This design comes from an exercise in tuning for small area, a short achievable clock period and few clock cycles on the open sky130 flow, not from production work. Only simulation tests tie the RTL to the original design; equivalence was not proved. No activity file was given, so power comes from the tool's default toggle rates.

== job 101 ==
==> module process, before the edit <==
module process(
	input clk,
	input rst,
	input [23:0] in_pix,
	output reg [5:0] row, col,
	output reg out_we,
	output reg [23:0] out_pix,
	output reg mirror_done,
	output reg gray_done,
	output reg filter_done);
localparam PM = 2'd0, PG = 2'd1, PF = 2'd2;
reg [1:0]  phase, nphase;
reg [1:0]  sub, nsub;
reg [12:0] cnt, ncnt;
wire [6:0]  s = cnt[12:6];
wire [5:0]  i = cnt[5:0];
wire [12:0] cinc = cnt + 13'd1;
wire        last11 = (cnt[10:0] == 11'd2047);
wire        dirA  = cnt[6] ^ cnt[12];
wire [5:0]  a_row = cnt[11:6] ^ {6{cnt[12]}};
wire [5:0]  a_col = cnt[5:0] ^ {6{dirA}};
wire [13:0] wpx   = {1'b0, cnt} - 14'd66;
wire [5:0]  w_row = wpx[11:6];
wire [5:0]  w_col = wpx[5:0] ^ {6{~wpx[6]}};
wire        w_ok  = (wpx[13:12] == 2'b00);
reg [5:0] nrow, ncol;
reg nwe, nmd, ngd, nfd;
reg f_i0, f_s0, f_ra;
reg nf_i0, nf_s0, nf_ra;
reg f_byp, nf_byp;
always @(*) begin
	nphase = phase; nsub = sub; ncnt = cnt;
	nrow = a_row; ncol = a_col;
	nwe = 1'b0; nmd = 1'b0; ngd = 1'b0; nfd = 1'b0;
	nf_i0 = f_i0; nf_s0 = f_s0; nf_ra = f_ra; nf_byp = 1'b0;
	case (phase)
	PM: begin
		nrow = {sub == 2'd0, cnt[10:6] ^ {5{sub == 2'd0}}};
		ncol = cnt[5:0];
		nwe = (sub != 2'd2);
		nsub = (sub == 2'd2) ? 2'd0 : sub + 2'd1;
		if (sub == 2'd1) begin nmd = last11; ncnt = cinc; end
		if (sub == 2'd2 && cnt[11]) begin nphase = PG; ncnt = 13'd0; end
	end
	PG: begin
		nrow = cnt[10:5];
		ncol = {cnt[4:0], ~sub[0]};
		nwe = sub[0] ^ sub[1];
		nsub = sub + 2'd1;
		if (sub == 2'd2) begin ngd = last11; ncnt = cinc; end
		if (sub == 2'd3 && cnt[11]) begin
			nphase = PF; ncnt = 13'd0;
			nf_i0 = 1'b1; nf_s0 = 1'b1; nf_ra = 1'b1;
		end
	end
	default: begin
		case (sub)
		2'd0: begin
			nsub = 2'd1; ncnt = cinc; nf_byp = f_i0;
			nrow = w_row; ncol = w_col; nwe = w_ok;
			nfd = (cnt == 13'd4161);
		end
		2'd1: begin
			if (cnt == 13'd4162) begin
				nphase = PM; nsub = 2'd0; ncnt = 13'd0; nrow = 6'd0; ncol = 6'd0;
			end else if (i == 6'd2 && s != 7'd0 && !(cnt[12] && cnt[11:6] != 6'd0)) begin
				nsub = 2'd2; ncol = {6{dirA}};
			end else begin
				nsub = 2'd0;
				nwe = ~cnt[12] | (cnt == 13'd4096);
				nf_i0 = (i == 6'd0); nf_s0 = (cnt <= 13'd64); nf_ra = ~cnt[12];
			end
		end
		default: begin
			nsub = 2'd0;
			nwe = ~cnt[12];
			nf_i0 = 1'b0; nf_s0 = 1'b0; nf_ra = ~cnt[12];
		end
		endcase
	end
	endcase
end
always @(posedge clk) begin
	if (rst) begin
		phase <= PM; sub <= 2'd0; cnt <= 13'd0;
		f_i0 <= 1'b1; f_s0 <= 1'b1; f_ra <= 1'b1; f_byp <= 1'b0;
		row <= 6'd0; col <= 6'd0; out_we <= 1'b0;
		mirror_done <= 1'b0; gray_done <= 1'b0; filter_done <= 1'b0;
	end else begin
		phase <= nphase; sub <= nsub; cnt <= ncnt;
		f_i0 <= nf_i0; f_s0 <= nf_s0; f_ra <= nf_ra; f_byp <= nf_byp;
		row <= nrow; col <= ncol; out_we <= nwe;
		mirror_done <= nmd; gray_done <= ngd; filter_done <= nfd;
	end
end
reg [23:0] P;
reg [7:0]  G0, G1;
reg [8:0]  E;
reg signed [12:0] K;
reg [9:0]  J;
reg mxr, mxg, mxb, mnr, mng, mnb;
wire [7:0] pr = P[23:16], pg = P[15:8], pb = P[7:0];
wire [7:0] pmax = ({8{mxr}} & pr) | ({8{mxg}} & pg) | ({8{mxb}} & pb);
wire [7:0] pmin = ({8{mnr}} & pr) | ({8{mng}} & pg) | ({8{mnb}} & pb);
wire [8:0] gsum = {1'b0, pmax} + {1'b0, pmin};
wire irg = in_pix[23:16] > in_pix[15:8];
wire irb = in_pix[23:16] > in_pix[7:0];
wire igb = in_pix[15:8] > in_pix[7:0];
wire signed [12:0] pT = P[22:10];
wire [9:0] pH = P[9:0];
wire first = f_i0;
wire [9:0] Jn = pT[12] ? 10'd0 : (|pT[11:10]) ? 10'h3ff : pT[9:0];
wire [10:0] Dn = {1'b0, J} - {1'b0, out_pix[9:0]};
wire [7:0] Dcl = Dn[10] ? 8'd0 : (|Dn[9:8]) ? 8'd255 : Dn[7:0];
wire [9:0] Hs = {1'b0, E} + {2'b0, G0};
wire signed [12:0] Ts = K - $signed({5'b0, G0});
wire [9:0] Hn = first ? {1'b0, E} : Hs;
wire signed [12:0] Tn = first ? K : Ts;
wire fA = (phase == PF) && (sub == 2'd0);
always @(posedge clk) begin
	P <= f_byp ? {1'b0, Tn, Hn} : in_pix;
	mxr <= irg & irb;
	mxg <= ~(irg & irb) & igb;
	mxb <= ~(irg & irb) & ~igb;
	mnb <= irb & igb;
	mng <= ~(irb & igb) & irg;
	mnr <= ~(irb & igb) & ~irg;
	E <= {1'b0, G0} + {1'b0, G1};
	K <= fA ? K - $signed({3'b0, f_s0 ? 10'd0 : pH})
	        : $signed({2'b0, G0, 3'b000}) + $signed({5'b0, G0}) - $signed({5'b0, G1});
end
always @(posedge clk) begin
	case (phase)
	PM: out_pix <= in_pix;
	PG: out_pix <= {8'd0, gsum[8:1], 8'd0};
	default: begin
		case (sub)
		2'd0: begin
			out_pix <= {8'd0, Dcl, 8'd0};
			J <= Jn;
			G1 <= first ? 8'd0 : G0;
			G0 <= f_ra ? in_pix[15:8] : 8'd0;
		end
		2'd1: out_pix <= {1'b0, Tn, Hn};
		default: ;
		endcase
	end
	endcase
end
endmodule
==> flow/config.mk <==
export PLATFORM = sky130hd
export DESIGN_NAME = process
export DESIGN_NICKNAME = process
export VERILOG_FILES = /design/flow/design.v
export SDC_FILE = /design/flow/constraint.sdc
export NUM_CORES = 4
export LEC_CHECK = 0
export ABC_AREA = 1
export CAP_MARGIN = 20
export CORE_MARGIN = 2
export CORE_UTILIZATION = 45
export PLACE_DENSITY = 0.6
export SETUP_SLACK_MARGIN = 4.2
export SLEW_MARGIN = 20
==> flow/constraint.sdc <==
create_clock -name core_clock -period 7.0 [get_ports {clk}]
set_input_delay 1.4000 -clock core_clock [delete_from_list [all_inputs] [get_ports {clk}]]
set_output_delay 1.4000 -clock core_clock [all_outputs]
set_load 0.01 [all_outputs]
standard.sh (not shown) runs the stock make flow with config.mk's settings and CLKGATE_MAP_FILE= SYNTH_SCRIPT=/design/flow/synth_recipe.tcl, a recipe that flattens the netlist after the stock synthesis.
==> flow/flow/run.sh <==
#!/bin/bash
# The standard layout (the standard.sh, standard synthesis unchanged),
# except that the port buffers are sky130_fd_sc_hd__buf_2 cells.
# make's full output goes to make.log in the work folder; ORFS keeps each
# step's own log under orfs/logs.
set -euo pipefail
bash standard.sh "BUFFER_PORTS_ARGS=-buffer_cell sky130_fd_sc_hd__buf_2" finish > make.log 2>&1
Testbench counts of job 101, summed over its fixed seeds: cycles 363,584.
--- input diff job 101..job 102 ---
-- flow/design.v --
<<< job 101, line 105
wire [7:0] pmin = ({8{mnr}} & pr) | ({8{mng}} & pg) | ({8{mnb}} & pb);
wire [8:0] gsum = {1'b0, pmax} + {1'b0, pmin};
wire irg = in_pix[23:16] > in_pix[15:8];
wire irb = in_pix[23:16] > in_pix[7:0];
wire igb = in_pix[15:8] > in_pix[7:0];
wire signed [12:0] pT = P[22:10];
wire [9:0] pH = P[9:0];
>>> job 102, line 105
wire [7:0] pmin = ({8{mnr}} & pr) | ({8{mng}} & pg) | ({8{mnb}} & pb);
wire [8:0] gsum = {1'b0, pmax} + {1'b0, pmin};
function gt8(input [7:0] x, input [7:0] y);
	reg [7:0] gg, ee;
	reg [3:0] g1, e1;
	reg [1:0] g2, e2;
	integer k;
	begin
		gg = x & ~y;
		ee = ~(x ^ y);
		for (k = 0; k < 4; k = k + 1) begin
			g1[k] = gg[2*k+1] | (ee[2*k+1] & gg[2*k]);
			e1[k] = ee[2*k+1] & ee[2*k];
		end
		for (k = 0; k < 2; k = k + 1) begin
			g2[k] = g1[2*k+1] | (e1[2*k+1] & g1[2*k]);
			e2[k] = e1[2*k+1] & e1[2*k];
		end
		gt8 = g2[1] | (e2[1] & g2[0]);
	end
endfunction
wire irg = gt8(in_pix[23:16], in_pix[15:8]);
wire irb = gt8(in_pix[23:16], in_pix[7:0]);
wire igb = gt8(in_pix[15:8], in_pix[7:0]);
wire signed [12:0] pT = P[22:10];
wire [9:0] pH = P[9:0];
### Flow results
On CTS clock-pin slew for the worst setup and hold paths, job 102 and job 101 are basically level. In the reports for job 102 and job 101, the smaller overall die area belongs to job 102. [compare] base=job 101 new=job 102: largest buffer count on any clock path level; setup slack of the critical path after layout moved down. Compared job 102 vs job 101, and via count is down in job 102. Of job 102 and job 101, job 101 shows the higher first-pass GRT wire length, with job 102 below it. Job 102 vs job 101: design area down slightly. Delta (job 102 minus job 101): number of vias per cell now smaller; post-synthesis share of cell area spent on full adders, half adders and majority gates about even. The end of the critical path comes out out_pix[18] in one run and K[9] in the other, namely in job 101 and job 102 respectively. Power share of the combinational group: job 102 vs job 101 down 8.3 points. Job 102 ends up with a fraction of the cycle the final worst path needs that is 0.71 points higher than in job 101. Delta (job 102 minus job 101): routability congestion estimate from global placement rose by 0.65%; number of cells after detailed placement decreased by about 1.4% relative to the old numbers. Going from job 101 to job 102, minimum period implied by the final worst setup slack grows by 0.050 ns.
Testbench counts of job 102, summed over its fixed seeds: cycles 363,584.

[port drivers added, routing unchanged]
Ports are ideal in the flow. The routed layouts listed here were re-timed in OpenROAD.
Step 1 (the two cells are an assumption about what drives the block):
set clk [get_ports {clk}]
set_driving_cell -lib_cell sky130_fd_sc_hd__clkbuf_16 $clk
set_driving_cell -lib_cell sky130_fd_sc_hd__buf_2 [delete_from_list [all_inputs] $clk]
Step 2 also shifts input and output timing later by t, the mid clock arrival at the registers, as if the neighbouring blocks saw the same clock.
a / b / c = ideal / step 1 / step 2; a / b = the first two.
| run | t, ns | setup WS [ns] | hold slack, ns | worst setup path after step 2 | slew at the worst register clock pin (ns) |
|---|---|---|---|---|---|
| job 101 | 0.479 | 4.427 / 4.427 / 4.077 | 0.594 / 0.594 / 0.594 | input to register | 0.07 / 0.07 |
| job 102 | 0.474 | 4.378 / 4.378 / 4.199 | 0.563 / 0.563 / 0.563 | input to register | 0.07 / 0.07 |
After both steps every run listed still meets setup and hold. For job 101, which loses most, drivers alone change the setup slack by 0.000 ns; drivers and shift together by -0.350 ns.
